This is an optimization exercise on Yosys and OpenROAD, whose aim is small area, a short achievable clock period and few clock cycles, not a production implementation. In this exercise RTL edits were held to simulation tests only and were not proved equivalent to the original. No activity file was given, so power comes from the tool's default toggle rates.

run A:
## riscv_core
module riscv_core
#(
     parameter SUPPORT_MULDIV   = 1
    ,parameter SUPPORT_SUPER    = 0
    ,parameter SUPPORT_MMU      = 0
    ,parameter SUPPORT_LOAD_BYPASS = 1
    ,parameter SUPPORT_MUL_BYPASS = 1
    ,parameter SUPPORT_REGFILE_XILINX = 0
    ,parameter EXTRA_DECODE_STAGE = 0
    ,parameter MEM_CACHE_ADDR_MIN = 32'h80000000
    ,parameter MEM_CACHE_ADDR_MAX = 32'h8fffffff
)
(
     input           clk_i
    ,input           rst_i
    ,input  [ 31:0]  mem_d_data_rd_i
    ,input           mem_d_accept_i
    ,input           mem_d_ack_i
    ,input           mem_d_error_i
    ,input  [ 10:0]  mem_d_resp_tag_i
    ,input           mem_i_accept_i
    ,input           mem_i_valid_i
    ,input           mem_i_error_i
    ,input  [ 31:0]  mem_i_inst_i
    ,input           intr_i
    ,input  [ 31:0]  reset_vector_i
    ,input  [ 31:0]  cpu_id_i
    ,output [ 31:0]  mem_d_addr_o
    ,output [ 31:0]  mem_d_data_wr_o
    ,output          mem_d_rd_o
    ,output [  3:0]  mem_d_wr_o
    ,output          mem_d_cacheable_o
    ,output [ 10:0]  mem_d_req_tag_o
    ,output          mem_d_invalidate_o
    ,output          mem_d_writeback_o
    ,output          mem_d_flush_o
    ,output          mem_i_rd_o
    ,output          mem_i_flush_o
    ,output          mem_i_invalidate_o
    ,output [ 31:0]  mem_i_pc_o
);
Size: about 270 I/O pins, roughly 0.15 mm^2 of cells after synthesis.
==> flow/config.mk <==
export PLATFORM = sky130hd
export DESIGN_NAME = riscv_core
export DESIGN_NICKNAME = riscv_core
export VERILOG_FILES = /design/flow/design.v
export SDC_FILE = /design/flow/constraint.sdc
export NUM_CORES = 8
export LEC_CHECK = 0
export CAP_MARGIN = 30
export CORE_MARGIN = 2
export CORE_UTILIZATION = 55
export CTS_CLUSTER_DIAMETER = 80
export CTS_CLUSTER_SIZE = 24
export GPL_ROUTABILITY_DRIVEN = 1
export SETUP_SLACK_MARGIN = 5
export SLEW_MARGIN = 30
==> flow/constraint.sdc <==
create_clock -name core_clock -period 13.0 [get_ports {clk_i}]
set_input_delay 2.6000 -clock core_clock [delete_from_list [all_inputs] [get_ports {clk_i}]]
set_output_delay 2.6000 -clock core_clock [all_outputs]
set_load 0.01 [all_outputs]
standard.sh (not shown) runs the stock make flow with config.mk's settings and CLKGATE_MAP_FILE= SYNTH_SCRIPT=/design/flow/synth_recipe.tcl, a recipe that flattens the netlist after the stock synthesis.
==> flow/flow/run.sh <==
#!/bin/bash
set -euo pipefail
export BUFFER_PORTS_ARGS="-buffer_cell sky130_fd_sc_hd__buf_4"
bash standard.sh SETUP_SLACK_MARGIN=6 finish > standard.log 2>&1
Run A finished every step from synthesis to the final layout, and the layout passed the timing, DRC and antenna checks.
Testbench counts of run A, summed over its fixed seeds: cycles 592,794.
diff inputs: run A => run B
- PLACE_DENSITY newly set to 0.75
- CAP_MARGIN changed from 30 to 35
- CORE_UTILIZATION changed from 55 to 50
- SLEW_MARGIN changed from 30 to 35
### Flow results
Diff run A -> run B: wire length on met3 now smaller, layout-stage area growth over the synthesis result now smaller. On via count, run B does better than run A. Run B has maximum vdd ir drop above what run A had. Run B vs run A — power rose 0.47%.
What run C does differently from run B at the input level:
- CAP_MARGIN changed from 35 to 30
- SLEW_MARGIN changed from 35 to 30
- PLACE_DENSITY removed (was 0.75)
Results
Between run C and run B, it is run C whose fraction of power consumed by sequential logic is lower, by 0.4 points. Diff run B -> run C | routed wire length | increase of about 12%. Final worst-path cycle share (run C over run B): decrease, 0.99 points. Summary of run C over run B: area taken by multi-input logic gates increased by 0.62% relative to the old numbers, final worst setup slack moved up, total power increased about 0.4%. Taking run B as the reference, in run C switching power as a share of total power fell by 0.57 points; logic depth of the worst register-to-register path moved down; clock network fraction of total power grew by 2.7 points.
Edits applied to the flow inputs when going from run C to run D:
- PLACE_DENSITY: unset -> 0.75
## What came out
Run C completed; timing, DRC and antenna clean. What the final checks of run D revealed, after a flow that finished every stage, was a layout that fails on capacitance limit. In terms of routability-driven placement congestion ratio, run C and run D differ only marginally. [compare] base=run C new=run D: die span in y held steady; sequential share of layout area went up by 0.52 points. Diff run C -> run D | average vias per placed instance | down slightly. Run D has part of the power in the clock network below what run C had. Comparing total power density per cell area for run D and run C, the smaller number came from run C. Setup slack after layout, run D and run C: higher on run C. Per the comparison of run D with run C, wire length of the first global-routing pass shows a reduction of about 8%; total setup buffers inserted after CTS moved down; net switching power of the design grew by 160 uW.

riscv_core, a different RTL version from the one above (not shown whole).
For scale: ~14000 cells after synthesis, ~0.15 mm^2 of cells after synthesis.
export LEC_CHECK = 0
export CAP_MARGIN = 30
export CORE_MARGIN = 2
export CORE_UTILIZATION = 55
export CTS_CLUSTER_DIAMETER = 80
export CTS_CLUSTER_SIZE = 24
export GPL_ROUTABILITY_DRIVEN = 1
export PLACE_DENSITY = 0.75
export SETUP_SLACK_MARGIN = 5
export SLEW_MARGIN = 30
create_clock -name core_clock -period 13.0 [get_ports {clk_i}]
Scripts as last shown in full above: flow/flow/run.sh
The baseline finished with timing, DRC and antenna clean.
Testbench counts at the start, summed over its fixed seeds: cycles 592,794.
Then changed:
PLACE_DENSITY = not set   (was 0.75)
After rerunning:
- power is higher by about 2.5%
- first-iteration DRC count shrinks by 11%
- cell area hardly moves
- critical path depth came out higher by 1
- die area stays the same
Then changed:
CORE_UTILIZATION = 50   (was 55)
=>
- The changed run finished clean
- cell count is higher by 2.1%
- worst hold slack is about the same
- power went down by about 0.7%
- clock skew rose by 7.2 ps
- routed wire length is higher by about 2.7%
- first-iteration DRC count goes down by 5.1%
- critical path depth goes down by 2
- global-route usage shrinks by 3.6 points
- final area barely changes
- count of clock-buffer cells in the layout went down by 4
- sequential share of layout area went down by 0.12 points

## static timing again, ports no longer ideal
In the flow no input, the clock included, has a driving cell. The finished layouts below were timed again as built, in two steps.
Step 1: set_driving_cell puts a clkbuf_16 on clk_i and a buf_2 on each other input, an assumption about the parent block.
Step 2, shift: input delay + t, output delay - t, t = (earliest + latest rising clock arrival at the registers) / 2. This alone moves slack from input paths to output paths.
Slacks: no drivers / after step 1 / after step 2; pairs: no drivers / after step 1.
run | t, ns | setup slack, ns | worst setup path after step 2 | worst data-port slew with drivers (ns)
run A | 0.996 | 5.430 / 5.319 / 5.054 | input to register | 0.24
run B | 0.965 | 5.525 / 5.296 / 4.748 | input to register | 0.26
run C | 1.019 | 5.653 / 5.511 / 4.916 | input to register | 0.22
run D | 0.983 | 5.518 / 5.338 / 4.956 | input to register | 0.24
the first run of note 2 | 0.996 | 5.346 / 5.232 / 4.982 | input to register | 0.22
the second run of note 2 | 0.990 | 5.556 / 5.442 / 5.000 | input to register | 0.11
the third run of note 2 | 1.011 | 5.521 / 5.409 / 4.859 | input to register | 0.16
For run B, which loses most, drivers alone change the setup slack by -0.229 ns; drivers and shift together by -0.777 ns.
